From an optimization exercise on the open Yosys and OpenROAD flow, aimed at small area, a short achievable clock period and few clock cycles; shortcuts taken in it are not production practice. At most, simulation tests tie the RTL to the original design; equivalence was not proved. Function not checked in runs 3 and 4: the RTL went through the layout flow alone. Power and IR drop assume default switching activity.

### flow/run.sh
#!/bin/bash
# The standard layout (the standard.sh), except that the port buffers
# buffer_ports inserts are buf_1 cells instead of the larger delay buffers it
# picks by default (every port still gets one), and repair_timing aims at a
# setup slack margin of 6.35 ns.
set -euo pipefail
export BUFFER_PORTS_ARGS="-buffer_cell sky130_fd_sc_hd__buf_1"
bash standard.sh SETUP_SLACK_MARGIN=6.35 finish > standard_flow.log 2>&1
### design.v
module fxp_smul
#( parameter QINT=8,
    parameter QFRAC=16)
(out, a, b);
    localparam BIT_WIDTH = QINT + QFRAC; 
    output signed [BIT_WIDTH-1:0] out;
    input signed [BIT_WIDTH-1:0] a;
    input signed [BIT_WIDTH-1:0] b;
    wire [BIT_WIDTH*2-1:0] mul_out;
    assign mul_out = a * b;
    assign out = {mul_out[BIT_WIDTH*2-1],mul_out[BIT_WIDTH*2-QINT-2:QFRAC]};
endmodule
module cordic(i_clk, i_rst, i_en, o_vld, o_cosine, o_sine, i_theta);
    input i_clk;
    input i_rst;
    input i_en;
    input signed [23:0] i_theta;
    output signed [23:0] o_cosine;
    output signed [23:0] o_sine;
    output o_vld;
    localparam W = 19;
    localparam R = 21;
    reg signed [W-1:0] r1, r2, q;
    reg signed [R-1:0] p;        
    reg [1:0]          mode;     
    reg [5:0]          cnt;      
    reg                busy;
    reg                rw;       
    reg                dbl;      
    reg [3:0]          sh1;      
    reg [3:0]          sh2n;     
    reg                i1, i2;   
    reg                ip;       
    reg                m1;       
    reg                vld;
    assign o_vld = vld;
    assign o_cosine = {{6{r2[W-1]}}, r2[W-1:1]};
    assign o_sine   = {{6{r1[W-1]}}, r1[W-1:1]};
    wire [4:0] ai = cnt[5:1];
    wire [16:0] ang =
        ai == 5'd0  ? (dbl ? 17'h1921e : 17'h0) :
        ai == 5'd1  ? 17'h76b1 :
        ai == 5'd2  ? 17'h3eb6 :
        ai == 5'd3  ? 17'h1fd5 :
        ai == 5'd4  ? 17'h0ffa :
        ai == 5'd5  ? 17'h07ff :
        ai == 5'd6  ? 17'h03ff :
        ai == 5'd7  ? 17'h01ff :
        ai == 5'd8  ? 17'h00ff :
        ai == 5'd9  ? 17'h007f :
        ai == 5'd10 ? 17'h003f :
        ai == 5'd11 ? 17'h001f :
        ai == 5'd12 ? 17'h0010 :
        ai == 5'd13 ? 17'h0008 :
        ai == 5'd14 ? 17'h0004 : 17'h0000;
    wire signed [W-1:0] a1 = rw ? r1 : m1 ? r2 : q;
    wire signed [W-1:0] a2 = rw ? r2 : m1 ? r1 : p[W-1:0];
    wire signed [W-1:0] s1 = (i1 ? ~r2 : r2) >>> sh1;
    wire signed [W-1:0] s2 = (i2 ? ~r1 : r1) >>> (~sh2n);
    wire c1 = (rw & i1) | (m1 & ~|r2[1:0]);
    wire c2 = (rw & i2) | (m1 & ~|r1[1:0]);
    wire [W:0]  t1 = {a1, c1} + {s1, c1};
    wire [W:0]  t2 = {a2, c2} + {s2, c2};
    wire [R:0]  tp = {p, ip} + {ip ? ~{4'd0, ang} : {4'd0, ang}, ip};
    wire signed [W-1:0] n1 = t1[W:1];
    wire signed [W-1:0] n2 = t2[W:1];
    wire signed [R-1:0] pa = tp[R:1];
    wire pn = mode[1] ? (pa[R-1] | (mode[0] & ~pa[R-2])) : mode[0];
    wire [4:0] th = i_theta[23:19];
    wire [1:0] mode0 = th == 5'd0 ? 2'b10 : th == 5'h1f ? 2'b11 : {1'b0, i_theta[23]};
    wire d0n = i_theta[23];
    wire d1n = d0n ? (i_theta < -24'sd51471) : (i_theta < 24'sd51471);
    wire [W-1:0] pe = i_en ? i_theta[W-1:0] : pa[W-1:0];
    wire [5:0] cn = cnt + 6'd1;
    wire       rn = cn < 6'd30;    
    wire [3:0] shn = rn ? cn[4:1] : (cn == 6'd34 ? 4'd4 : 4'd2);
    wire       minv = cn != 6'd34;
    wire       sub1 = pn ^ cn[0];
    always @(posedge i_clk) begin
        if (i_rst) begin
            busy <= 1'b0;
            vld  <= 1'b0;
        end else if (i_en) begin
            busy <= 1'b1;
            vld  <= 1'b0;
        end else begin
            vld <= busy && cnt == 6'd35;
            if (busy && cnt == 6'd35) busy <= 1'b0;
        end
        if (m1) q <= r2;
        p[W-1:0] <= (m1 & ~i_en) ? r1 : pe;
        if (i_en) begin
            r1   <= 19'sh10000;
            r2   <= d0n ? -19'sh10000 : 19'sh10000;
            p[R-1:W] <= 2'b00;
            mode <= mode0;
            dbl  <= d0n == d1n;
            cnt  <= 6'd1;
            rw   <= 1'b1;
            sh1  <= 4'd0;
            sh2n <= 4'd15;
            i1   <= ~d1n;
            i2   <=  d1n;
            ip   <= ~d0n;
            m1   <= 1'b0;
        end else begin
            cnt <= cn;
            r1 <= n2;
            r2 <= n1;
            p[R-1:W] <= pa[R-1:W];
            rw   <= rn;
            sh1  <= shn;
            sh2n <= ~shn;
            i1   <= rn ?  sub1 : minv;
            i2   <= rn ? ~sub1 : minv;
            ip   <= rn & ~pn;
            m1   <= cn == 6'd30;
        end
    end
endmodule
### config.mk
export PLATFORM = sky130hd
export DESIGN_NAME = cordic
export DESIGN_NICKNAME = cordic
export VERILOG_FILES = /design/flow/design.v
export SDC_FILE = /design/flow/constraint.sdc
export NUM_CORES = 4
export LEC_CHECK = 0
export ABC_AREA = 1
export CAP_MARGIN = 20
export CORE_MARGIN = 2
export CORE_UTILIZATION = 40
export SETUP_SLACK_MARGIN = 5
export SLEW_MARGIN = 20
export TNS_END_PERCENT = 0
### standard.sh
#!/bin/bash
# synth_recipe.tcl (not shown) runs the flow's synth.tcl, then flattens the netlist and writes it again
# the make line also repeats each setting of config.mk as NAME=value (left out here)
make -C /OpenROAD-flow-scripts/flow DESIGN_CONFIG=/design/flow/config.mk WORK_HOME=/design/flow/orfs CLKGATE_MAP_FILE= SYNTH_SCRIPT=/design/flow/synth_recipe.tcl "${@:-finish}"
### constraint.sdc
create_clock -name core_clock -period 10.0 [get_ports {i_clk}]
set_input_delay 2.0000 -clock core_clock [delete_from_list [all_inputs] [get_ports {i_clk}]]
set_output_delay 2.0000 -clock core_clock [all_outputs]
set_load 0.01 [all_outputs]
==> results of run 1 <==
layout by cell type (no fill, tap or decap), types with 11 or more instances in the layout:
cell     Yosys  layout
inv_2       16      17
nand2_1    300     300
xnor2_1     46      44
o21a_1      15      15
inv_1      164     160
nand3_1     37      36
ha_1        58      58
buf_4       51      14
buf_1        6      74
o21ai_1     32      30
o21ai_0    184     182
nand4_1     14      14
a21oi_1    137     135
dfxtp_1     99      88
a21o_1      11      11
xor2_1      30      30
nor2_1      98      97
nor3_1      14      12
timing repair:
action,in CTS,in global routing
endpoints found under the setup margin,15,29
setup buffers,0,8
pin swaps,0,3
gates cloned,2,1
gates resized for setup,8,37
layer usage:
layer | vias up | track usage
met1 | 4537 | 0.354
met3 | 77 | 0.0381
met2 | 348 | 0.399
met4 | 0 | 0.124
met5 | - | 0
li1 | 4900 | -
final cells by class:
cell class / instances / area [um^2] / share of cell area
Clock buffer: 9 / 225 / 0.0222
Clock inverter: 7 / 72.6 / 0.00715
Inverter: 182 / 698 / 0.0688
Multi-Input combinational cell: 1091 / 6210 / 0.612
Sequential cell: 102 / 2090 / 0.206
Tap cell: 319 / 399 / 0.0393
Timing Repair Buffer: 92 / 430 / 0.0424
Timing Repair inverter: 3 / 20.0 / 0.00197
kinds of logic after synthesis:
group,count (synthesis),share of synthesized area
AO/OA/AOI/OAI,447,0.263
XOR/XNOR,76,0.0703
adder cells (fa/ha/maj),60,0.0809
buffers and inverters,287,0.135
flip-flops,102,0.219
multiplexers,6,0.00635
AND/OR/NAND/NOR,502,0.225
registers in the layout, summed over array words and instances (netlist names):
name,count
i1,1
sh1,4
p,21
i2,1
r1,19
mode,2
sh2n,4
ip,1
busy,1
q,19
vld,1
dbl,1
rw,1
m1,1
r2,19
cnt,6
worst reg2reg max path: cells and delay by family (launching register included):
family	cells	cell delay, ns
AOI/OAI and AO/OA	12	1.46
and+or+nand+nor	6	0.51
buffers and inverters	3	0.40
adders and majority gates	1	0.38
DFF	1	0.37
xor gates and xnor gates	1	0.21
metrics by stage:
step	utilization	area (um^2)
6_report	0.435	10100
5_1_grt	0.435	10100
4_1_cts	0.426	9940
3_5_place_dp	0.412	9620
3_3_place_gp	0.412	9620
2_1_floorplan	-	9470
final timing paths:
check | slack (ns) | start | to | cells past startpoint
setup / recovery | 6.55 | i_en | p[1]$_DFF_P_ | 6
hold / removal | 0.45 | busy$_SDFFE_PP0P_ | vld$_SDFF_PP0_ | 2
setup reg to reg | 6.57 | i1$_DFF_P_ | r2[16]$_SDFF_PP1_ | 23
hold reg to reg | 0.45 | busy$_SDFFE_PP0P_ | vld$_SDFF_PP0_ | 2
report_power, final:
group	switching [W]	total, W	leakage, nW	internal [W]
logic	0.00175	0.00275	3.65	0.000997
registers	0.000246	0.000788	0.852	0.000543
clock network	0.000189	0.000366	0.143	0.000177
total	0.00218	0.00390	4.65	0.00172
==> metrics list, run 1 <==
- The flow ran to the end and the layout has no timing, DRC or antenna violations.
- Setup TNS Final: 0 ns
- Walking the worst path, the cells encountered are clkbuf_2, buf_4, buf_4, nor2_1, inv_1, o221ai_1.
- Crit-path leading delay family: buffers and inverters
- For this run, asynchronously set or reset flops after synthesis account for 0.
- The min-delay analysis places its worst path in the category register to register.
- During I/O placement, the number of pins put on the boundary was 76.
- OpenSTA, run right after detailed placement, puts the worst setup slack at 5.94 ns.
- Power density relative to cell area: 385 nW/um^2
- Transition at the pin with the smallest max-transition slack: 0.627 ns
* Endpoint kind of the worst setup timing path: register
- The die is 158 um tall.
- Vias in the first global route: 8911
- Number of storage elements in the synthesis netlist: 102
* Clock sink total: 102
- Ant. Diodes: 0
- After floorplanning, the core was divided into 56 placement rows.
- Num CTS Buffers: 9
* Share of layout cells above drive strength 1: 0.0801
* Cell with the biggest individual delay on the critical path: inv_1
* Wire length of the first global-routing pass: 49300 um
- Pin count of the biggest net entering global routing: 59
* Hold slack final: 0.447 ns
- The detailed router used layers up to and including met4.
- Leading cell type by number of instances after synthesis: nand2_1
- The floorplan step defined a die boundary enclosing 24900 um^2.
- The routed layout has 9862 vias.
* Detail-routed via count per cell: 5.46
- Detail Route Antenna Nets: 0
- IR analysis of the VDD net gives a maximum drop of 0.000117 V.
- Arrival time reported for the critical path endpoint: 3.67 ns
- Unrepaired setup endpoints after global routing: yes
- In this run, the number of DRC markers left after iteration 0 of detailed routing was 810.
* Final Max Tran Viols: 0
* Worst-path clk slew: 0.09 ns
* Final critical path time including I/O delays and setup: 3.45 ns
- Maximum fanout count along the critical path: 30
- Hold repair after CTS inserted 0 buffers.
* Grt ovf: 0
- The worst setup path is of the input port to register kind.
- Including well taps, the total number of placed cells is 1778.
- Global placement routability congestion: 0.952
- The cell sitting at the root of the clock tree is a clkbuf_16.
- Across the run, the number of max-cap violations was 0.
- At the later pin of the worst-skew pair, clock insertion delay measures 0.37 ns.
- In this run the number of H-tree levels came out at 3.
* Kind of start point of the critical path: input port
* Setup violations, final: 0
* Number of endpoints with negative hold slack in the final report: 0
* Worst EP required: 10.22 ns
- The cell that appears most often on the critical path is buf_4.
* Average detailed-routed wire length per instance: 17.8 um
- Final setup slack of the worst path: 6.55 ns
- DRC: 0
- On the worst path, the slowest cell contributes a delay of 0.50 ns.
- Relative to the synthesized area, the layout overhead comes to 7.18%.
* Critical path buffers and inverters: 4
* Met2 Wirelength: 13800 um
* Overall power: 0.00390 W
* Share of the yosys chip area belonging to registers: 0.219
- The share of synthesized area in the top cell type comes to 0.209.
* Die width: 158 um
- Count of mapped cells out of synthesis: 1480
* Half-perimeter wire length after detailed placement: 25200 um
* Dominant cells by area after synthesis: dfxtp_1 (21%), nand2_1 (12%), o21ai_0 (9.7%), ha_1 (7.7%), a21oi_1 (7.2%)
- Layout Nets: 1568
- The number of antenna violations at the first check in global routing is 0.
- Core box area: 23300 um^2
- Clock skew on the completed layout was measured at 0.0166 ns.
- Cell area after synthesis: 9470 um^2
- Avg Cell Area, Syn: 6.40 um^2
* Detailed-routing iteration count for the pre-antenna-repair pass: 5
- TritonCTS built the clock tree.
* Number of buffer cells added on primary ports: 75
* Fillcell total: 2495
- In the finished design, the share of the clock period the worst path needs comes to 0.345.
- Summed over all instances, the cell type with the most area after synthesis is dfxtp_1.
- Total number of yosys warnings: 1
- M1 wire length: 14500 um
- Fmax: 0.290 GHz
- Sum of routed wire length over all layers: 32100 um
* Met3 WL: 2150 um
* Starting utilization of the core area: 0.406
- For this design the static power due to leakage is 4.65 nW.
- Count of flip-flops with a built-in enable after synthesis: 3
- After synthesis, the netlist uses 55 different library cells.
* Filler-free cell count of the finished design: 1805
- No sink is reached through more buffers than the 2 on the longest clock path.
- The most used flip-flop cell after synthesis is dfxtp_1.
- Synth cell count leaders: nand2_1 (300), o21ai_0 (184), inv_1 (164), a21oi_1 (137), dfxtp_1 (99)
* Global Route Usage Sum: 0.259
- When the netlist entered floorplanning its net count stood at 1567.
- Normalized max-slew margin: 0.582
Testbench counts, summed over its fixed seeds: cycles 73,736.
==> run 2: changes to the inputs <==
==> flow/run.sh (replaced) <==
#!/bin/bash
# The standard layout (the standard.sh), except that the port buffers
# buffer_ports inserts are buf_1 cells instead of the larger delay buffers it
# picks by default (every port still gets one), and repair_timing aims at a
# setup slack margin of 6.5 ns.
set -euo pipefail
export BUFFER_PORTS_ARGS="-buffer_cell sky130_fd_sc_hd__buf_1"
bash standard.sh SETUP_SLACK_MARGIN=6.5 finish > standard_flow.log 2>&1
==> run 2 against run 1 <==
  * Still clean on timing, DRC and antenna
  * Non-clock buffer count rose by 18
  * Utilization rose by 1.3 points
  * Die area did not move
  * Largest cell class unchanged
==> metrics list, run 2 <==
- DRC: 0 (unchanged)
- The global-route total usage across every layer is 0.260 (+0.000812).
* Cell area after synthesis: 9470 um^2 (unchanged)
- Transition at the pin with the smallest max-transition slack: 0.574 ns (-0.0527 ns)
- The maximum operating frequency was 0.304 GHz (+4.7%).
- The post-detailed-route count of antenna-violating nets came to 0 (unchanged).
* Leading cell type by number of instances after synthesis: nand2_1
- The via density per instance was 5.47 (about the same).
* Detailed-routing iteration count for the pre-antenna-repair pass: 8 (+3)
- The synthesized instance count came to 1480 (unchanged).
* Number of design-rule violations left by the first detailed-router iteration: 909 (+12%)
- The register clock-pin slew on the reported worst setup and hold paths was 0.09 ns (about the same).
- Clock root buffer: clkbuf_16
- Register with the most flip-flops: p
- The synthesized area per cell is 6.40 um^2 (unchanged).
- The most used flip-flop cell after synthesis is dfxtp_1.
- Worst EP required: 10.26 ns (+0.04 ns)
- The via count of the routed design is 9981 (+1.2%).
- Wire length of the first global-routing pass: 49400 um (+0.35%)
- The total design power came to 0.00401 W (+2.6%).
- The aggregate routed wire length came to 32600 um (+1.5%).
* Max reg flops: 21 (unchanged)
- Vertical extent of the die: 158 um (unchanged)
- Normalized max-slew margin: 0.617 (+0.0351)
- The final sum of negative setup slack is 0 ns (unchanged).
* Max-capacitance violation count: 0 (unchanged)
- Placement Rows: 56 (unchanged)
- The fraction of synthesized cell area taken by the top area cell type was 0.209 (unchanged).
- Post-synth ARST share: 0 (unchanged)
- Initial antenna violation count: 0 (unchanged)
- The latest clock arrival within the worst-skew pair is 0.37 ns (about the same).
- Clock sink total: 102 (unchanged)
- The horizontal extent of the die was 158 um (unchanged).
* Path type of the worst min-delay path: register to register
- The area of the die came to 24900 um^2 (unchanged).
- The sequential-to-total area share from yosys stat was 0.219 (unchanged).
- Cell with the biggest individual delay on the critical path: dfxtp_4
* TritonCTS clock tree: built
- Synth unique cells: 55 (unchanged)
* Final critical path time including I/O delays and setup: 3.29 ns (-0.155 ns)
- Cell type with the highest occurrence count on the critical path: nand2_1
* Maximum fanout count along the critical path: 5 (-83%)
- The largest total area in the synthesized netlist belongs to dfxtp_1.
- Number of endpoints with negative hold slack in the final report: 0 (unchanged)
* Worst setup skew after layout: 0.0161 ns (-0.000506 ns)
- Share of layout cells above drive strength 1: 0.109 (+0.0288)
* Synth-to-layout area growth: 10.5%
* Commonest non-fill, non-tap cell in the layout: nand2_1
- The leakage dissipation was 4.77 nW (+2.7%).
* Utilization after layout: 0.448 (+0.0134)
- Maximum level of the CTS H-tree: 3 (unchanged)
* Buffers from clock root to sink, at most: 2 (unchanged)
* Nets in the synthesized netlist: 1567 (unchanged)
- Arrival time reported for the critical path endpoint: 3.55 ns (-0.12 ns)
* Final Max Tran Viols: 0 (unchanged)
- Setup repair after global routing could not meet its margin everywhere.
* Met2 Wirelength: 14100 um (+2.1%)
* M1 wire length: 14600 um (+0.22%)
- The initial core utilization came to 0.406 (unchanged).
* Kind of start point of the critical path: register
- Sequence of cells on the critical path: buf_12, xnor2_4, inv_2, nand2_1, o21ai_0, nand2_1, o21ai_1, nand2_1, o21ai_1, nand2_1, o21ai_0, ha_1, a21oi_1, o21ai_0, a21oi_1, inv_2, a21oi_4, o21ai_1, nand2_1, nand2_1, a21o_1, a21oi_1, o21ai_1
- Ant. Diodes: 0 (unchanged)
- Num CTS Buffers: 9 (unchanged)
- Count of flip-flops with a built-in enable after synthesis: 3 (unchanged)
- Grt ovf: 0 (unchanged)
- The area inside the core boundary came to 23300 um^2 (unchanged).
- Global placement routability congestion: 0.952 (unchanged)
- Total number of yosys warnings: 1 (unchanged)
- The flip-flop and latch count after synthesis was 102 (unchanged).
- Power density relative to cell area: 383 nW/um^2 (-0.41%)
* Average detailed-routed wire length per instance: 17.9 um (+0.42%)
* Number of buffer cells added on primary ports: 75 (unchanged)
- The boundary pin count came to 76 (unchanged).
- Critical path buffers and inverters: 3 (-1)
- The worst supply voltage drop on vdd is 0.000122 V (+3.8%).
- Commonest cells after routing, fill and taps aside: nand2_1 (297), o21ai_0 (163), inv_1 (157)
* Outcome: finished clean
- The detailed-placement wirelength estimate came to 25200 um (unchanged).
- Post-route clock period utilization: 0.329 (-0.0155)
- Crit-path leading delay family: compound AO/OA/AOI/OAI gates
- The number of setup violations in the final report is 0 (unchanged).
* Endpoint kind of the worst setup timing path: register
- The worst hold margin was 0.447 ns (+0.0000430 ns).
- Synth cell count leaders: nand2_1 (300), o21ai_0 (184), inv_1 (164), a21oi_1 (137), dfxtp_1 (99)
* Worst path max stage delay: 0.44 ns (-0.06 ns)
- The number of nets in the layout came to 1588 (+1.3%).
* Crit Path Category: register to register
- The maximum number of pins on one net before global-route repair is 59 (unchanged).
- By area the synthesized netlist is led by dfxtp_1 (21%), nand2_1 (12%), o21ai_0 (9.7%), ha_1 (7.7%), a21oi_1 (7.2%).
- Vias in the first global route: 8986 (+0.84%)
* Met3 WL: 2350 um (+9.6%)
- Top metal layer carrying routed signals: met4
-- run 2: cell counts after synthesis --
No cell type changed its count.
-- run 2: cell type report --
type	instances	area (um^2)
fill	2469	12900
timing repair inverter	5	35.0
timing repair buffer	110	617
clock buffer	9	225
tap	319	399
sequential	102	2120
multi-input combinational	1091	6280
clock inverter	7	72.6
inverter	182	707
-- run 2: per-stage QoR --
step	setup WS, ns	std cells	cell area, um^2
global placement	6.02	1778	9620
floorplan	6.88	1480	9470
global route	6.44	1825	10500
finish	6.71	1825	10500
CTS	6.49	1799	10000
detailed placement	5.94	1778	9620
-- run 2: power by group --
part / switching [W] / leakage [nW] / total [W] / internal, W
logic: 0.00179 / 3.77 / 0.00284 / 0.00106
registers: 0.000251 / 0.856 / 0.000797 / 0.000546
clock network: 0.000188 / 0.143 / 0.000365 / 0.000177
-- run 2: worst paths after layout --
| kind | depth (start not counted) | to | slack [ns] | from |
|---|---|---|---|---|
| worst min-delay path | 2 | vld$_SDFF_PP0_ | 0.45 | busy$_SDFFE_PP0P_ |
| worst min register to register | 2 | vld$_SDFF_PP0_ | 0.45 | busy$_SDFFE_PP0P_ |
| worst max register to register | 23 | r2[16]$_SDFF_PP1_ | 6.71 | i1$_DFF_P_ |
| worst max-delay path | 23 | r2[16]$_SDFF_PP1_ | 6.71 | i1$_DFF_P_ |
-- run 2: logic make-up (layout without fill, tap and decap cells) --
logic type / after synthesis / count (layout) / synth area share
AND/OR/NAND/NOR: 502 / 502 / 0.225
adder cells (fa/ha/maj): 60 / 60 / 0.0809
XOR/XNOR: 76 / 76 / 0.0703
flip-flops: 102 / 102 / 0.219
AO/OA/AOI/OAI: 447 / 447 / 0.263
buffers and inverters: 287 / 313 / 0.135
multiplexers: 6 / 6 / 0.00635
-- run 2: worst register-to-register path, cell delays in order (launching register included) --
cell     delay, ns
dfxtp_4       0.44
buf_12        0.16
xnor2_4       0.13
inv_2         0.09
nand2_1       0.06
o21ai_0       0.11
nand2_1       0.08
o21ai_1       0.09
nand2_1       0.07
o21ai_1       0.10
nand2_1       0.08
o21ai_0       0.11
ha_1          0.38
a21oi_1       0.17
o21ai_0       0.09
a21oi_1       0.16
inv_2         0.08
a21oi_4       0.16
o21ai_1       0.10
nand2_1       0.10
nand2_1       0.09
a21o_1        0.17
a21oi_1       0.11
o21ai_1       0.07
-- run 2: metal layers --
metal	up-vias	global-route usage
met4	0	0.126
met5	-	0
met2	372	0.401
met1	4592	0.353
met3	74	0.0391
li1	4943	-
-- run 2: timing repair --
item,in CTS,in global routing
pin swaps,0,10
gates resized for setup,23,77
hold buffers,0,0
buffers inserted,2,22
cloned,3,4
setup endpoints to repair,24,36
==> run 3: changes to the inputs <==
--- a/design.v
+++ b/design.v
@@ -30,6 +30,7 @@
     reg [3:0]          sh1;      
     reg [3:0]          sh2n;     
     reg                i1, i2;   
+    reg                i1hn, i2hn;  
     reg                ip;       
     reg                m1;       
     reg                vld;
@@ -55,8 +56,8 @@
         ai == 5'd14 ? 17'h0004 : 17'h0000;
     wire signed [W-1:0] a1 = rw ? r1 : m1 ? r2 : q;
     wire signed [W-1:0] a2 = rw ? r2 : m1 ? r1 : p[W-1:0];
-    wire signed [W-1:0] s1 = (i1 ? ~r2 : r2) >>> sh1;
-    wire signed [W-1:0] s2 = (i2 ? ~r1 : r1) >>> (~sh2n);
+    wire signed [W-1:0] s1 = $signed({r2[W-1:10] ^ {(W-10){~i1hn}}, r2[9:0] ^ {10{i1}}}) >>> sh1;
+    wire signed [W-1:0] s2 = $signed({r1[W-1:10] ^ {(W-10){~i2hn}}, r1[9:0] ^ {10{i2}}}) >>> (~sh2n);
     wire c1 = (rw & i1) | (m1 & ~|r2[1:0]);
     wire c2 = (rw & i2) | (m1 & ~|r1[1:0]);
     wire [W:0]  t1 = {a1, c1} + {s1, c1};
@@ -101,6 +102,8 @@
             sh2n <= 4'd15;
             i1   <= ~d1n;
             i2   <=  d1n;
+            i1hn <=  d1n;
+            i2hn <= ~d1n;
             ip   <= ~d0n;
             m1   <= 1'b0;
         end else begin
@@ -113,6 +116,8 @@
             sh2n <= ~shn;
             i1   <= rn ?  sub1 : minv;
             i2   <= rn ? ~sub1 : minv;
+            i1hn <= ~(rn ?  sub1 : minv);
+            i2hn <= ~(rn ? ~sub1 : minv);
             ip   <= rn & ~pn;
             m1   <= cn == 6'd30;
         end
==> run 3 against run 2 <==
  * Still clean
  * Register-to-register slack lost 0.11 ns
  * Sequential share of layout area grew 0.55 points
  * Sequential power grew 2.5%
  * Die area grew 0.36%
  * Critical path type unchanged
  * Highest routed layer unchanged
==> metrics list, run 3 <==
- Outcome: finished clean
* DRC: 0 (unchanged)
* Via count: 9859 (-1.2%)
- The leakage dissipation was 4.89 nW (+2.5%).
- Share of layout cells above drive strength 1: 0.106 (-0.00270)
* Sequence of cells on the critical path: buf_4, xor2_1, o21ai_1, nand2_1, o21ai_0, inv_1, nand2_1, o21ai_2, mux2i_2, ha_1, a21oi_1, o21ai_0, a21oi_1, inv_1, a21oi_2, inv_1, nand3_1, a21oi_1, or2_2, a21oi_1, o21ai_0
* Commonest cells after routing, fill and taps aside: nand2_1 (322), inv_1 (166), o21ai_0 (158)
- Maximum resistive drop on vdd: 0.000160 V (+31%)
- Setup TNS Final: 0 ns (unchanged)
* Endpoint kind of the worst setup timing path: register
- The fraction of the mapped netlist area in compound gates was 0.251 (-0.0114).
- The peak per-stage delay on the critical path was 0.40 ns (-0.04 ns).
- The number of warnings printed during yosys synthesis was 1 (unchanged).
- The min-delay analysis places its worst path in the category register to register.
- The number of buffers inserted for hold repair after clock tree synthesis was 0 (unchanged).
* Count of mapped cells out of synthesis: 1498 (+1.2%)
- The aggregate routed wire length came to 32400 um (-0.44%).
- Dominant cells by area after synthesis: dfxtp_1 (21%), nand2_1 (13%), o21ai_0 (10%), a21oi_1 (7.8%), ha_1 (7.6%)
* Number of design-rule violations left by the first detailed-router iteration: 1044 (+15%)
* Ports: 76 (unchanged)
- Number of buffer cells added on primary ports: 75 (unchanged)
- Num CTS Buffers: 9 (unchanged)
- Buffers from clock root to sink, at most: 2 (unchanged)
* Worst skew pair latency: 0.37 ns (about the same)
* Clock root buffer: clkbuf_16
- Critical path buffers and inverters: 4 (+1)
- Crit-path leading delay family: compound AO/OA/AOI/OAI gates
- The worst hold margin was 0.448 ns (+0.00116 ns).
- Global placement routability congestion: 0.995 (+4.6%)
- The number of failing hold endpoints at the final stage is 0 (unchanged).
* Worst-path clk slew: 0.08 ns (about the same)
* Most frequently used flop master after synthesis: dfxtp_1
* Filler-free cell count of the finished design: 1835 (+0.55%)
- Pin count of the biggest net entering global routing: 59 (unchanged)
- The area of the die is 25000 um^2 (+0.36%).
* Core box area: 23400 um^2 (+0.30%)
* Synth top area share: 0.213 (+0.00344)
* Detail-routed via count per cell: 5.37 (-1.8%)
- The share of the synthesized netlist area taken by xor and xnor gates was 0.0664 (-0.00395).
* Grt ovf: 0 (unchanged)
- Die width: 158 um (+0.18%)
* Overall power: 0.00396 W (-1.1%)
- Cell type with the highest occurrence count on the critical path: a21oi_1
- The number of antenna violations at the first check in global routing was 0 (unchanged).
- The critical path is of the register to register type.
- The slew of the pin with the lowest slew margin is 0.601 ns (+0.0267 ns).
* Kind of start point of the critical path: register
- The share of synthesized flip-flops with an asynchronous set or reset was 0 (unchanged).
- The flip-flop and latch count after synthesis is 104 (+2.0%).
- Global Route Usage Sum: 0.254 (-0.00633)
* Avg Cell Area, Syn: 6.34 um^2 (-0.84%)
* Cell area after synthesis: 9500 um^2 (+0.37%)
- Starting utilization of the core area: 0.406 (about the same)
* Ant. Diodes: 0 (unchanged)
- The simple-gate area share of the yosys netlist was 0.239 (+0.0141).
- TritonCTS clock tree: built
- The height of the die is 158 um (+0.18%).
- The post-detailed-route count of antenna-violating nets was 0 (unchanged).
* Nets in the synthesized netlist: 1585 (+1.1%)
- After synthesis, the most frequently instantiated cells are nand2_1 (324), o21ai_0 (193), inv_1 (172), a21oi_1 (149), nor2_1 (102).
* Register with the most flip-flops: p
* Fmax: 0.294 GHz (-3.1%)
- The number of levels in the clock H-tree was 3 (unchanged).
* Synth-to-layout area growth: 10.3%
* Normalized max-slew margin: 0.599 (-0.0178)
- The max-slew violation count is 0 (unchanged).
- Arrival time reported for the critical path endpoint: 3.65 ns (+0.10 ns)
- The power density of the placed cells was 378 nW/um^2 (-1.3%).
* Share of synthesized area spent on multiplexers: 0.00632 (-0.0000234)
- The library cell used most frequently in the layout, excluding fill and tap cells, is nand2_1.
* Vias in the first global route: 8684 (-3.4%)
- Average detailed-routed wire length per instance: 17.7 um (-0.98%)
- Placement Rows: 56 (unchanged)
* Count of flip-flops with a built-in enable after synthesis: 3 (unchanged)
- Setup violations, final: 0 (unchanged)
* Max-capacitance violation count: 0 (unchanged)
- The clock sink count was 104 (+2.0%).
- After synthesis, the largest family of logic cells by area is compound AO/OA/AOI/OAI gates.
- Setup repair after global routing could not meet its margin everywhere.
* Share of synthesized cell area in full adder, half adder and majority cells: 0.0806 (-0.000298)
- The largest fanout on the critical path came to 6 (+1).
- Cell with the biggest individual delay on the critical path: dfxtp_4
- Worst setup skew after layout: 0.0100 ns (-0.00612 ns)
- The final critical delay including setup and external delays was 3.40 ns (+0.107 ns).
- # placed instances: 1793 (+0.84%)
- The number of nets in the layout was 1599 (+0.69%).
* Worst EP required: 10.25 ns (about the same)
- The biggest area contributor in the post-synthesis netlist is dfxtp_1.
- Wire length of the first global-routing pass: 48000 um (-3.0%)
- Leading cell type by number of instances after synthesis: nand2_1
* Detailed-routing iteration count for the pre-antenna-repair pass: 6 (-2)
- The flip-flop count of the largest register after layout came to 21 (unchanged).
- Share of the yosys chip area belonging to registers: 0.222 (+0.00341)
- The detailed-placement wirelength estimate came to 25300 um (+0.42%).
* Synth unique cells: 49 (-11%)
- The share of the clock period used by the worst path after layout is 0.340 (+0.0107).
==> run 3: changes by cell type after synthesis, sizes merged, moves of 4 or more <==
cell,before,now
nand3,46,54
o22ai,4,9
nand2,310,336
xnor2,46,24
o21ai,222,198
o21bai,4,9
a21oi,142,149
nor2,100,104
a21o,11,6
xor2,30,48
==> run 3: routing by layer <==
| layer | up-vias | GRT usage | wire (um) |
|---|---|---|---|
| met4 | 0 | 0.0879 | 1060 |
| met5 | - | 0 | 0 |
| met1 | 4500 | 0.345 | 14800 |
| met3 | 54 | 0.0345 | 1960 |
| met2 | 336 | 0.411 | 14600 |
| li1 | 4969 | - | - |
==> run 3: worst reg2reg max path, stage by stage, from the launching register on <==
cell and delay (ns):
dfxtp_4 0.40, buf_4 0.17, xor2_1 0.15, o21ai_1 0.17, nand2_1 0.07, o21ai_0 0.07, inv_1 0.07, nand2_1 0.07
o21ai_2 0.09, mux2i_2 0.22, ha_1 0.31, a21oi_1 0.16, o21ai_0 0.10, a21oi_1 0.16, inv_1 0.11, a21oi_2 0.18
inv_1 0.10, nand3_1 0.11, a21oi_1 0.07, or2_2 0.29, a21oi_1 0.12, o21ai_0 0.10
==> run 3: power breakdown <==
group	total (W)	internal (W)	switching, W
clock network	0.000400	0.000226	0.000175
logic	0.00274	0.00100	0.00174
registers	0.000817	0.000561	0.000256
==> run 3: stage by stage <==
| step | instance area, um^2 | util | setup WS [ns] |
|---|---|---|---|
| floorplan | 9500 | - | 7.00 |
| global placement | 9640 | 0.412 | 5.96 |
| detailed placement | 9640 | 0.412 | 5.91 |
| CTS | 10100 | 0.431 | 6.49 |
| global route | 10500 | 0.448 | 6.39 |
| finish | 10500 | 0.448 | 6.60 |
==> run 3: worst paths after layout <==
check | from | endpoint | slack, ns | cells past startpoint
max | i1hn$_DFF_P_ | r2[16]$_SDFF_PP1_ | 6.60 | 21
min | q[3]$_DFF_P_ | q[3]$_DFF_P_ | 0.45 | 2
max reg2reg | i1hn$_DFF_P_ | r2[16]$_SDFF_PP1_ | 6.60 | 21
min reg2reg | q[3]$_DFF_P_ | q[3]$_DFF_P_ | 0.45 | 2
==> run 3: timing repair <==
action,CTS,global route
endpoints found under the setup margin,30,25
buffers inserted,5,18
cloned,2,2
pin swaps,2,17
resized for setup,41,99
==> run 3: cell families after synthesis <==
| group | count (synthesis) |
|---|---|
| fa+ha+maj | 60 |
| xor+xnor | 72 |
| mux | 6 |
| buf+inv | 287 |
| simple gates | 538 |
| flops | 104 |
| compound gates | 431 |
==> run 3: layout make-up <==
type	count	area, um^2
timing repair buffer	104	520
sequential	104	2180
multi-input combinational	1107	6330
clock inverter	5	80.1
fill	2517	12900
timing repair inverter	4	30.0
tap	319	399
clock buffer	10	239
inverter	182	706
==> run 4: changes to the inputs <==
==> design.v (replaced) <==
module fxp_smul
#( parameter QINT=8,
    parameter QFRAC=16)
(out, a, b);
    localparam BIT_WIDTH = QINT + QFRAC; 
    output signed [BIT_WIDTH-1:0] out;
    input signed [BIT_WIDTH-1:0] a;
    input signed [BIT_WIDTH-1:0] b;
    wire [BIT_WIDTH*2-1:0] mul_out;
    assign mul_out = a * b;
    assign out = {mul_out[BIT_WIDTH*2-1],mul_out[BIT_WIDTH*2-QINT-2:QFRAC]};
endmodule
module cordic(i_clk, i_rst, i_en, o_vld, o_cosine, o_sine, i_theta);
    input i_clk;
    input i_rst;
    input i_en;
    input signed [23:0] i_theta;
    output signed [23:0] o_cosine;
    output signed [23:0] o_sine;
    output o_vld;
    localparam W = 19;
    localparam R = 21;
    reg signed [W-1:0] r1, r2, q;
    reg signed [R-1:0] p;        
    reg [1:0]          mode;     
    reg [5:0]          cnt;      
    reg                busy;
    reg                lst;      
    reg                rw;       
    reg                dbl;      
    reg                sm;       
    reg [3:0]          sh1;      
    reg [3:0]          sh2n;     
    reg                i1, i2;   
    reg                ip;       
    reg                m1;       
    reg                vld;
    assign o_vld = vld;
    assign o_cosine = {{6{r2[W-1]}}, r2[W-1:1]};
    assign o_sine   = {{6{r1[W-1]}}, r1[W-1:1]};
    wire [4:0] ai = cnt[5:1];
    wire [17:0] ang =
        ai == 5'd1  ? (cnt[0] | ~dbl ? 18'h76b1 : sm ? 18'h208cf : 18'h11b6d) :
        ai == 5'd2  ? 18'h3eb6 :
        ai == 5'd3  ? 18'h1fd5 :
        ai == 5'd4  ? 18'h0ffa :
        ai == 5'd5  ? 18'h07ff :
        ai == 5'd6  ? 18'h03ff :
        ai == 5'd7  ? 18'h01ff :
        ai == 5'd8  ? 18'h00ff :
        ai == 5'd9  ? 18'h007f :
        ai == 5'd10 ? 18'h003f :
        ai == 5'd11 ? 18'h001f :
        ai == 5'd12 ? 18'h0010 :
        ai == 5'd13 ? 18'h0008 :
        ai == 5'd14 ? 18'h0004 : 18'h0000;
    wire signed [W-1:0] a1 = rw ? r1 : q;
    wire signed [W-1:0] a2 = rw ? r2 : p[W-1:0];
    wire signed [W-1:0] s1 = (i1 ? ~r2 : r2) >>> sh1;
    wire signed [W-1:0] s2 = (i2 ? ~r1 : r1) >>> (~sh2n);
    wire c1 = (rw & i1) | (m1 & ~|r2[1:0]);
    wire c2 = (rw & i2) | (m1 & ~|r1[1:0]);
    wire [W:0]  t1 = {a1, c1} + {s1, c1};
    wire [W:0]  t2 = {a2, c2} + {s2, c2};
    wire [R:0]  tp = {p, ip} + {ip ? ~{3'd0, ang} : {3'd0, ang}, ip};
    wire signed [W-1:0] n1 = t1[W:1];
    wire signed [W-1:0] n2 = t2[W:1];
    wire signed [R-1:0] pa = tp[R:1];
    wire pn = mode[1] ? (pa[R-1] | (mode[0] & ~pa[R-2])) : mode[0];
    wire [4:0] th = i_theta[23:19];
    wire [1:0] mode0 = th == 5'd0 ? 2'b10 : th == 5'h1f ? 2'b11 : {1'b0, i_theta[23]};
    wire d0n = i_theta[23];
    wire d1n = d0n ? (i_theta < -24'sd51471) : (i_theta < 24'sd51471);
    wire d2n = d0n ? (~(i_theta < -24'sd51471) | (i_theta < -24'sd102942))
                   : (~(i_theta < 24'sd51471) & (i_theta < 24'sd102942));
    wire [W-1:0] pe = i_en ? i_theta[W-1:0] : pa[W-1:0];
    wire [5:0] cn = cnt + 6'd1;
    wire       rn = cn < 6'd30;    
    wire [3:0] shn = rn ? cn[4:1] : (cn == 6'd34 ? 4'd4 : 4'd2);
    wire       minv = cn != 6'd34;
    wire       sub1 = pn ^ cn[0];
    always @(posedge i_clk) begin
        if (i_rst) begin
            busy <= 1'b0;
            vld  <= 1'b0;
        end else if (i_en) begin
            busy <= 1'b1;
            vld  <= 1'b0;
        end else begin
            vld <= busy && cnt == 6'd35;
            if (busy && cnt == 6'd35) busy <= 1'b0;
        end
        if (lst) q <= n1;
        p[W-1:0] <= (lst & ~i_en) ? n2 : pe;
        if (i_en) begin
            r1   <= d0n != d1n ? 19'sh0 : d0n ? -19'sh20000 : 19'sh20000;
            r2   <= d0n != d1n ? 19'sh20000 : 19'sh0;
            p[R-1:W] <= 2'b00;
            mode <= mode0;
            dbl  <= d0n == d1n;
            sm   <= d2n == d0n;
            cnt  <= 6'd2;
            lst  <= 1'b0;
            rw   <= 1'b1;
            sh1  <= 4'd1;
            sh2n <= 4'd14;
            i1   <=  d2n;
            i2   <= ~d2n;
            ip   <= ~d0n;
            m1   <= 1'b0;
        end else begin
            cnt <= cn;
            r1 <= n2;
            r2 <= n1;
            p[R-1:W] <= pa[R-1:W];
            lst  <= cn == 6'd29;
            rw   <= rn;
            sh1  <= shn;
            sh2n <= ~shn;
            i1   <= rn ?  sub1 : minv;
            i2   <= rn ? ~sub1 : minv;
            ip   <= rn & ~pn;
            m1   <= cn == 6'd30;
        end
    end
endmodule
==> run 4 against run 3 <==
  * Synthesized cell count down 0.80%
  * Die area is 1.9% higher
  * Count of clock-buffer cells in the layout down 1
  * First-iteration DRC count shrank 23%
  * Wire length down 0.44%
==> metrics list, run 4 <==
- Walking the worst path, the cells encountered are buf_12, xnor2_1, inv_1, nand2_1, o21ai_0, mux2i_1, nand2_1, nand3_1, o21ai_0, ha_1, a21oi_2, o21ai_0, a21o_1, a31oi_2, o21ai_0, or2_1, a21oi_2, nand2_1, nand3_1.
- The number of setup violations in the final report came to 0 (unchanged).
- Starting utilization of the core area: 0.410 (+0.00418)
- Critical path buffers and inverters: 2 (-2)
* Layout Nets: 1601 (+0.13%)
* Register with the most flip-flops: p
* Ports: 76 (unchanged)
- Max-capacitance violation count: 0 (unchanged)
* Detail-routed via count per cell: 5.32 (-1.0%)
- In the layout the commonest cells are nand2_1 (372), inv_1 (163), nor2_1 (117).
- The clock tree skew after final layout came to 0.0138 ns (+0.00376 ns).
* Power density relative to cell area: 411 nW/um^2 (+8.9%)
- The horizontal extent of the die came to 160 um (+0.94%).
- Grt ovf: 0 (unchanged)
* Final Max Tran Viols: 0 (unchanged)
* Leading cell type by number of instances after synthesis: nand2_1
- Max reg flops: 21 (unchanged)
- Synth unique cells: 54 (+10%)
- The worst hold path cell count is 2 (unchanged).
- Static Leakage: 5.02 nW (+2.7%)
- The run finished with no timing, DRC or antenna violations.
* Synth top area share: 0.167 (-0.0454)
- Share of the yosys chip area belonging to registers: 0.239 (+0.0164)
- Dominant cells by area after synthesis: dfxtp_1 (17%), nand2_1 (15%), o21ai_0 (8.0%), ha_1 (7.6%), edfxtp_1 (7.1%)
- Placement Rows: 56 (unchanged)
- Logic depth of the worst register-to-register path: 19 (-9.5%)
* Core box area: 23600 um^2 (+0.90%)
* Dominant cell type by area after synthesis: dfxtp_1
- Worst-path clk slew: 0.09 ns (about the same)
- Num CTS Buffers: 9 (unchanged)
- Share of layout cells above drive strength 1: 0.120 (+0.0137)
- The final estimated routing congestion in global placement came to 0.974 (-2.1%).
* Avg Cell Area, Syn: 6.52 um^2 (+2.8%)
* Cell type with the highest occurrence count on the critical path: o21ai_0
* Endpoint of the lowest-slack register-to-register path: p[11]$_DFF_P_
- The endpoint arrival time on the critical path came to 3.78 ns (+0.13 ns).
- The DRC violation count after routing is 0 (unchanged).
* Ant. Diodes: 0 (unchanged)
- Average detailed-routed wire length per instance: 17.6 um (-0.55%)
- The library cell used most frequently in the layout, excluding fill and tap cells, is nand2_1.
* Final setup slack of the worst path: 6.54 ns (-0.0650 ns)
- The initial detailed-routing violation count is 806 (-23%).
- The worst supply voltage drop on vdd was 0.000136 V (-15%).
- Reg2reg setup slack: 6.54 ns (-0.06 ns)
* TritonCTS clock tree: built
- Transition at the pin with the smallest max-transition slack: 0.780 ns (+0.179 ns)
- Detail Route Antenna Nets: 0 (unchanged)
* Number of storage elements in the synthesis netlist: 104 (unchanged)
* Fillcell total: 2477 (-1.6%)
* Worst flop-to-flop path startpoint: i2$_DFF_P_
- The iteration count of the initial detailed-routing pass came to 5 (-1).
* Vertical extent of the die: 160 um (+0.94%)
- Vias in the first global route: 8726 (+0.48%)
* Worst path max stage delay: 0.42 ns (+0.02 ns)
- Sum of routed wire length over all layers: 32300 um (-0.44%)
- The worst endpoint required time was 10.32 ns (+0.07 ns).
- The number of synthesized flops with an enable pin is 23 (+20).
- Most frequently used flop master after synthesis: dfxtp_1
* Normalized max-slew margin: 0.475 (-0.125)
- The largest fanout on the critical path is 10 (+4).
- Crit-path leading delay family: compound AO/OA/AOI/OAI gates
- Half-perimeter wire length after detailed placement: 25400 um (+0.53%)
- The number of failing hold endpoints at the final stage is 0 (unchanged).
- Number of buffer cells added on primary ports: 75 (unchanged)
- Cell with the biggest individual delay on the critical path: ha_1
* Pin count of the biggest net entering global routing: 53 (-10%)
- The clock sink count is 104 (unchanged).
* Total number of yosys warnings: 1 (unchanged)
- Synth-to-layout area growth: 12.8%
- The pre-CTS setup slack is 5.62 ns (-0.297 ns).
- Endpoint kind of the worst setup timing path: register
* Worst skew pair latency: 0.37 ns (about the same)
- The root buffer cell chosen for the clock tree is clkbuf_16.
* Post-synth ARST share: 0 (unchanged)
- Area of the die: 25500 um^2 (+1.9%)
- Hold endpoint: vld$_SDFF_PP0_
- The maximum clock path buffer count is 2 (unchanged).
- The number of nets in the synthesized netlist is 1574 (-0.69%).
- Count of mapped cells out of synthesis: 1486 (-0.80%)
- Setup TNS Final: 0 ns (unchanged)
- Path type of the worst min-delay path: register to register
- Synth cell count leaders: nand2_1 (375), inv_1 (165), o21ai_0 (155), nor2_1 (127), a21oi_1 (89)
- Wire length of the first global-routing pass: 47600 um (-0.82%)
- The share of the clock period used by the worst path after layout came to 0.346 (+0.00650).
* Maximum level of the CTS H-tree: 3 (unchanged)
- The final critical delay including setup and external delays came to 3.46 ns (+0.0650 ns).
- The via count of the routed design was 9771 (-0.89%).
- The critical path is of the register to register type.
- Unrepaired setup endpoints after global routing: yes
* Initial antenna violation count: 1 (+1)
- STA classifies the critical path startpoint as a register.
- The global-route total usage across every layer came to 0.240 (-0.0137).
- The netlist area before placement came to 9680 um^2 (+1.9%).
* Fmax: 0.289 GHz (-1.9%)
* Beginning of the worst hold path: busy$_SDFFE_PP0P_
[run 4: what timing repair did]
action	CTS	global route
pin swaps	3	34
hold buffers	0	0
setup buffers	9	23
gates cloned	1	2
resized for setup	51	121
endpoints found under the setup margin	69	58
[run 4: through the flow]
| step | hold WS [ns] | std cells | utilization | instance area (um^2) | total power [W] |
|---|---|---|---|---|---|
| after floorplan | 0.413 | 1486 | - | 9680 | 0.00298 |
| after global placement | 0.426 | 1786 | 0.416 | 9820 | 0.00368 |
| after detailed placement | 0.432 | 1786 | 0.416 | 9820 | 0.00366 |
| after CTS | 0.444 | 1812 | 0.437 | 10300 | 0.00414 |
| after global routing | 0.469 | 1837 | 0.463 | 10900 | 0.00485 |
| final | 0.443 | 1837 | 0.463 | 10900 | 0.00449 |
[run 4: worst max-delay path by stage]
| stage | start | end | slack (ns) | depth (start not counted) |
|---|---|---|---|---|
| after floorplan | i1$_DFF_P_ | q[14]$_DFFE_PP_ | 6.52 | 23 |
| after global placement | i1$_DFF_P_ | q[14]$_DFFE_PP_ | 5.61 | 19 |
| after detailed placement | i1$_DFF_P_ | q[14]$_DFFE_PP_ | 5.62 | 21 |
| after CTS | i1$_DFF_P_ | q[13]$_DFFE_PP_ | 6.47 | 21 |
| after global routing | i2$_DFF_P_ | p[11]$_DFF_P_ | 6.33 | 19 |
| final | i2$_DFF_P_ | p[11]$_DFF_P_ | 6.54 | 19 |
[run 4: per-layer routing]
metal / track usage / share of wire
met4: 0.0723 / 0.030
met3: 0.0396 / 0.067
met1: 0.330 / 0.46
met5: 0 / 0
met2: 0.385 / 0.45
[run 4: where the power goes]
group	total, W	internal (W)	switching [W]	leakage [nW]
combinational	0.00332	0.00124	0.00208	3.99
clock	0.000364	0.000178	0.000187	0.149
sequential	0.000808	0.000610	0.000199	0.889
[run 4: layout make-up]
type	count	area, um^2	share of cell area
Multi-Input combinational cell	1110	6540	0.599
Sequential cell	104	2350	0.215
Timing Repair Buffer	114	663	0.0607
Inverter	173	661	0.0605
Tap cell	319	399	0.0365
Clock buffer	9	225	0.0206
Clock inverter	7	71.3	0.00653
Timing Repair inverter	1	7.51	0.000687
[run 4: worst min-delay path: cells and delay by family, from the launching register on]
family / cells / cell delay (ns)
buffers and inverters: 1 / 0.05
flip-flops: 1 / 0.32
AND/OR/NAND/NOR: 1 / 0.04
[run 4: kinds of logic (layout without fill, tap and decap cells)]
group,after synthesis,after routing,synth area share
compound gates,323,323,0.187
xor+xnor,97,97,0.0877
fa+ha+maj,61,61,0.0804
buf+inv,272,304,0.127
flops,104,104,0.239
mux,10,10,0.0103
simple gates,619,619,0.268

-- what the ideal ports hide --
In the flow no input, the clock included, has a driving cell. The finished layouts below were timed again as built, in two steps.
Step 1 assumes that a clkbuf_16 drives the clock port and a buf_2 every other input.
Step 2 also shifts input and output timing later by t, the mid clock arrival at the registers, as if the neighbouring blocks saw the same clock.
Slacks: ideal ports / drivers / drivers and shift; pairs: ideal ports / drivers.
| run | t (ns) | setup WS [ns] | hold WS [ns] |
|---|---|---|---|
| run 1 | 0.408 | 6.553 / 6.567 / 6.163 | 0.447 / 0.447 / 0.447 |
| run 2 | 0.409 | 6.708 / 6.705 / 6.366 | 0.447 / 0.447 / 0.447 |
| run 3 | 0.408 | 6.602 / 6.602 / 6.316 | 0.448 / 0.448 / 0.448 |
| run 4 | 0.411 | 6.537 / 6.537 / 6.209 | 0.443 / 0.443 / 0.443 |
After both steps every run listed still meets setup and hold. For run 1, which loses most, drivers alone change the setup slack by +0.014 ns; drivers and shift together by -0.390 ns.
